What follows belongs to an exercise in optimizing a design on an open flow for small area, a short achievable clock period and few clock cycles per item; a production flow would make more cautious choices. Only simulation tests tie the RTL to the original design; equivalence was not proved.

==> inputs of run G <==
// sha256_1
module sha256_1(
	input  wire         CLK,
	input  wire         RST,
	input  wire         write_en,
	input  wire [639:0] block_in,
	input  wire [255:0] digest_in,
	output wire [255:0] digest_out_1,
	output wire [255:0] digest_out_2,
	output wire         valid_out
);
export LEC_CHECK = 0
export CAP_MARGIN = 20
export CORE_AREA = 5 5 335 335
export DIE_AREA = 0 0 340 340
export PLACE_DENSITY = 0.75
export SLEW_MARGIN = 20
create_clock -name core_clock -period 15.0 [get_ports {CLK}]
standard.sh (not shown) runs the stock make flow with config.mk's settings and CLKGATE_MAP_FILE= SYNTH_SCRIPT=/design/flow/synth_recipe.tcl, a recipe that flattens the netlist after the stock synthesis.
==> flow/flow/run.sh <==
#!/bin/bash
# Standard layout, with the port buffers made of the smallest buffer cell.
set -euo pipefail
export BUFFER_PORTS_ARGS="-buffer_cell sky130_fd_sc_hd__buf_1"
export SETUP_SLACK_MARGIN=10.3
export PLACE_PINS_ARGS="-min_distance 1 -min_distance_in_tracks"
bash standard.sh > standard_flow.log 2>&1
==> run Y: changes against run G <==
--- a/flow/design.v
+++ b/flow/design.v
@@ -89,46 +89,84 @@
 		7'd70: bw = block_in[63:32];
 		7'd71: bw = block_in[31:0];
 		default: bw = wsum;
 		endcase
 	end
-	wire [5:0]  kidx = cnt[6] ? {4'd0, cnt[1:0]} : cnt[5:0];
-	wire        kon  = !cnt[6] || (cnt[6:2] == 5'b10001);
-	wire [63:0] koh  = (64'd1 << kidx) & {64{kon}};
-	wire [31:0] kv;
-	assign kv[0] = |(koh & 64'h62d85ba9fa114abe);
-	assign kv[1] = |(koh & 64'hf3f10a68b9b66c14);
-	assign kv[2] = |(koh & 64'h474d60d5aa5ef4cc);
-	assign kv[3] = |(koh & 64'h3b66126606f82515);
-	assign kv[4] = |(koh & 64'hd499943e51c0b5b3);
-	assign kv[5] = |(koh & 64'hf398ad669230f468);
-	assign kv[6] = |(koh & 64'hf3e48614ffddb8b4);
-	assign kv[7] = |(koh & 64'hf19849a51cef6def);
-	assign kv[8] = |(koh & 64'h52854c5efd4fbe2d);
-	assign kv[9] = |(koh & 64'h5be426315e0243dd);
-	assign kv[10] = |(koh & 64'h309e628c0e365c83);
-	assign kv[11] = |(koh & 64'hb4fa15ed98d51b8d);
-	assign kv[12] = |(koh & 64'h940c48102904baac);
-	assign kv[13] = |(koh & 64'hf6aed396cc59a905);
-	assign kv[14] = |(koh & 64'hb6c71b544b039a9e);
-	assign kv[15] = |(koh & 64'h5169954022eca55c);
-	assign kv[16] = |(koh & 64'hcb022503ae95876a);
-	assign kv[17] = |(koh & 64'h1982d7f36503b353);
-	assign kv[18] = |(koh & 64'h1bd34905212a79da);
-	assign kv[19] = |(koh & 64'h55f4ef3ec99bf8c1);
-	assign kv[20] = |(koh & 64'hf07a338b0be3f4fa);
-	assign kv[21] = |(koh & 64'hd28b89adb3f2146a);
-	assign kv[22] = |(koh & 64'hec248ce058b46034);
-	assign kv[23] = |(koh & 64'h5f69314170d7f22d);
-	assign kv[24] = |(koh & 64'h0055185d2816c8be);
-	assign kv[25] = |(koh & 64'hc0662dab58a652c1);
-	assign kv[26] = |(koh & 64'hed2e6837f8df0c04);
-	assign kv[27] = |(koh & 64'h4af302060b7641b8);
-	assign kv[28] = |(koh & 64'h535bf0a8adc05b76);
-	assign kv[29] = |(koh & 64'h639c43330e9b149e);
-	assign kv[30] = |(koh & 64'h83e07c3c30e3992b);
-	assign kv[31] = |(koh & 64'hfc007fc03f03e1cc);
+	reg [31:0] kv;
+	always @* begin
+		case (cnt)
+		7'd0: kv = 32'h428a2f98;
+		7'd1: kv = 32'h71374491;
+		7'd2: kv = 32'hb5c0fbcf;
+		7'd3: kv = 32'he9b5dba5;
+		7'd4: kv = 32'h3956c25b;
+		7'd5: kv = 32'h59f111f1;
+		7'd6: kv = 32'h923f82a4;
+		7'd7: kv = 32'hab1c5ed5;
+		7'd8: kv = 32'hd807aa98;
+		7'd9: kv = 32'h12835b01;
+		7'd10: kv = 32'h243185be;
+		7'd11: kv = 32'h550c7dc3;
+		7'd12: kv = 32'h72be5d74;
+		7'd13: kv = 32'h80deb1fe;
+		7'd14: kv = 32'h9bdc06a7;
+		7'd15: kv = 32'hc19bf174;
+		7'd16: kv = 32'he49b69c1;
+		7'd17: kv = 32'hefbe4786;
+		7'd18: kv = 32'h0fc19dc6;
+		7'd19: kv = 32'h240ca1cc;
+		7'd20: kv = 32'h2de92c6f;
+		7'd21: kv = 32'h4a7484aa;
+		7'd22: kv = 32'h5cb0a9dc;
+		7'd23: kv = 32'h76f988da;
+		7'd24: kv = 32'h983e5152;
+		7'd25: kv = 32'ha831c66d;
+		7'd26: kv = 32'hb00327c8;
+		7'd27: kv = 32'hbf597fc7;
+		7'd28: kv = 32'hc6e00bf3;
+		7'd29: kv = 32'hd5a79147;
+		7'd30: kv = 32'h06ca6351;
+		7'd31: kv = 32'h14292967;
+		7'd32: kv = 32'h27b70a85;
+		7'd33: kv = 32'h2e1b2138;
+		7'd34: kv = 32'h4d2c6dfc;
+		7'd35: kv = 32'h53380d13;
+		7'd36: kv = 32'h650a7354;
+		7'd37: kv = 32'h766a0abb;
+		7'd38: kv = 32'h81c2c92e;
+		7'd39: kv = 32'h92722c85;
+		7'd40: kv = 32'ha2bfe8a1;
+		7'd41: kv = 32'ha81a664b;
+		7'd42: kv = 32'hc24b8b70;
+		7'd43: kv = 32'hc76c51a3;
+		7'd44: kv = 32'hd192e819;
+		7'd45: kv = 32'hd6990624;
+		7'd46: kv = 32'hf40e3585;
+		7'd47: kv = 32'h106aa070;
+		7'd48: kv = 32'h19a4c116;
+		7'd49: kv = 32'h1e376c08;
+		7'd50: kv = 32'h2748774c;
+		7'd51: kv = 32'h34b0bcb5;
+		7'd52: kv = 32'h391c0cb3;
+		7'd53: kv = 32'h4ed8aa4a;
+		7'd54: kv = 32'h5b9cca4f;
+		7'd55: kv = 32'h682e6ff3;
+		7'd56: kv = 32'h748f82ee;
+		7'd57: kv = 32'h78a5636f;
+		7'd58: kv = 32'h84c87814;
+		7'd59: kv = 32'h8cc70208;
+		7'd60: kv = 32'h90befffa;
+		7'd61: kv = 32'ha4506ceb;
+		7'd62: kv = 32'hbef9a3f7;
+		7'd63: kv = 32'hc67178f2;
+		7'd68: kv = 32'h428a2f98;
+		7'd69: kv = 32'h71374491;
+		7'd70: kv = 32'hb5c0fbcf;
+		7'd71: kv = 32'he9b5dba5;
+		default: kv = 32'h00000000;
+		endcase
+	end
 	wire [31:0] S1  = {e[5:0], e[31:6]} ^ {e[10:0], e[31:11]} ^ {e[24:0], e[31:25]};
 	wire [31:0] S0  = {a[1:0], a[31:2]} ^ {a[12:0], a[31:13]} ^ {a[21:0], a[31:22]};
 	wire [31:0] CH  = (e & f) ^ (~e & g);
 	wire [31:0] MAJ = (a & b) | (a & c) | (b & c);
 	wire [31:0] xs = pk ^ S1 ^ CH;
==> flow/flow/run.sh (replaced) <==
#!/bin/bash
# Standard layout, with the port buffers made of the smallest buffer cell.
set -euo pipefail
export BUFFER_PORTS_ARGS="-buffer_cell sky130_fd_sc_hd__buf_1"
export SETUP_SLACK_MARGIN=10.0
bash standard.sh > standard_flow.log 2>&1
- CORE_AREA: 5 5 335 335 -> 5 5 485 485
- DIE_AREA: 0 0 340 340 -> 0 0 490 490
==> summary of the runs <==
- Run Y produced a clean layout. Run G passed the timing, design-rule and antenna checks.
- In run G the cell count is lower than in run Y, by 21%.
- In sequential cell count, run Y and run G do not differ.
- In run G the worst setup slack is higher than in run Y, by 0.23 ns.
- Die area: run G is smaller than run Y (52%).
Testbench counts of run G, summed over its fixed seeds: cycles 14,208, items 192.
Testbench counts of run Y, summed over its fixed seeds: cycles 14,208, items 192.

-- re-timing with driven ports --
The flow's constraints put no driver on any port. The routed layouts listed below were extracted and timed again, unchanged, in two steps. Step 1 assumes that a clkbuf_16 drives the clock port and a buf_2 every other input. Step 2 times the ports against the registers' clock, not the clock port: input delays grow and output delays shrink by t, the midpoint of the rising clock arrivals with the driver on. Three values: ideal ports, drivers, drivers and shift; two values: the first two.
| run | t (ns) | setup slack, ns | hold WS [ns] |
|---|---|---|---|
| run G | 0.731 | 10.252 / 10.219 / 9.619 | 0.323 / 0.323 / 0.323 |
| run Y | 0.808 | 10.021 / 9.935 / 9.314 | 0.300 / 0.300 / 0.300 |
After both steps setup and hold are still met in every run listed. For run Y, which loses most, drivers alone change the setup slack by -0.086 ns; drivers and shift together by -0.707 ns.
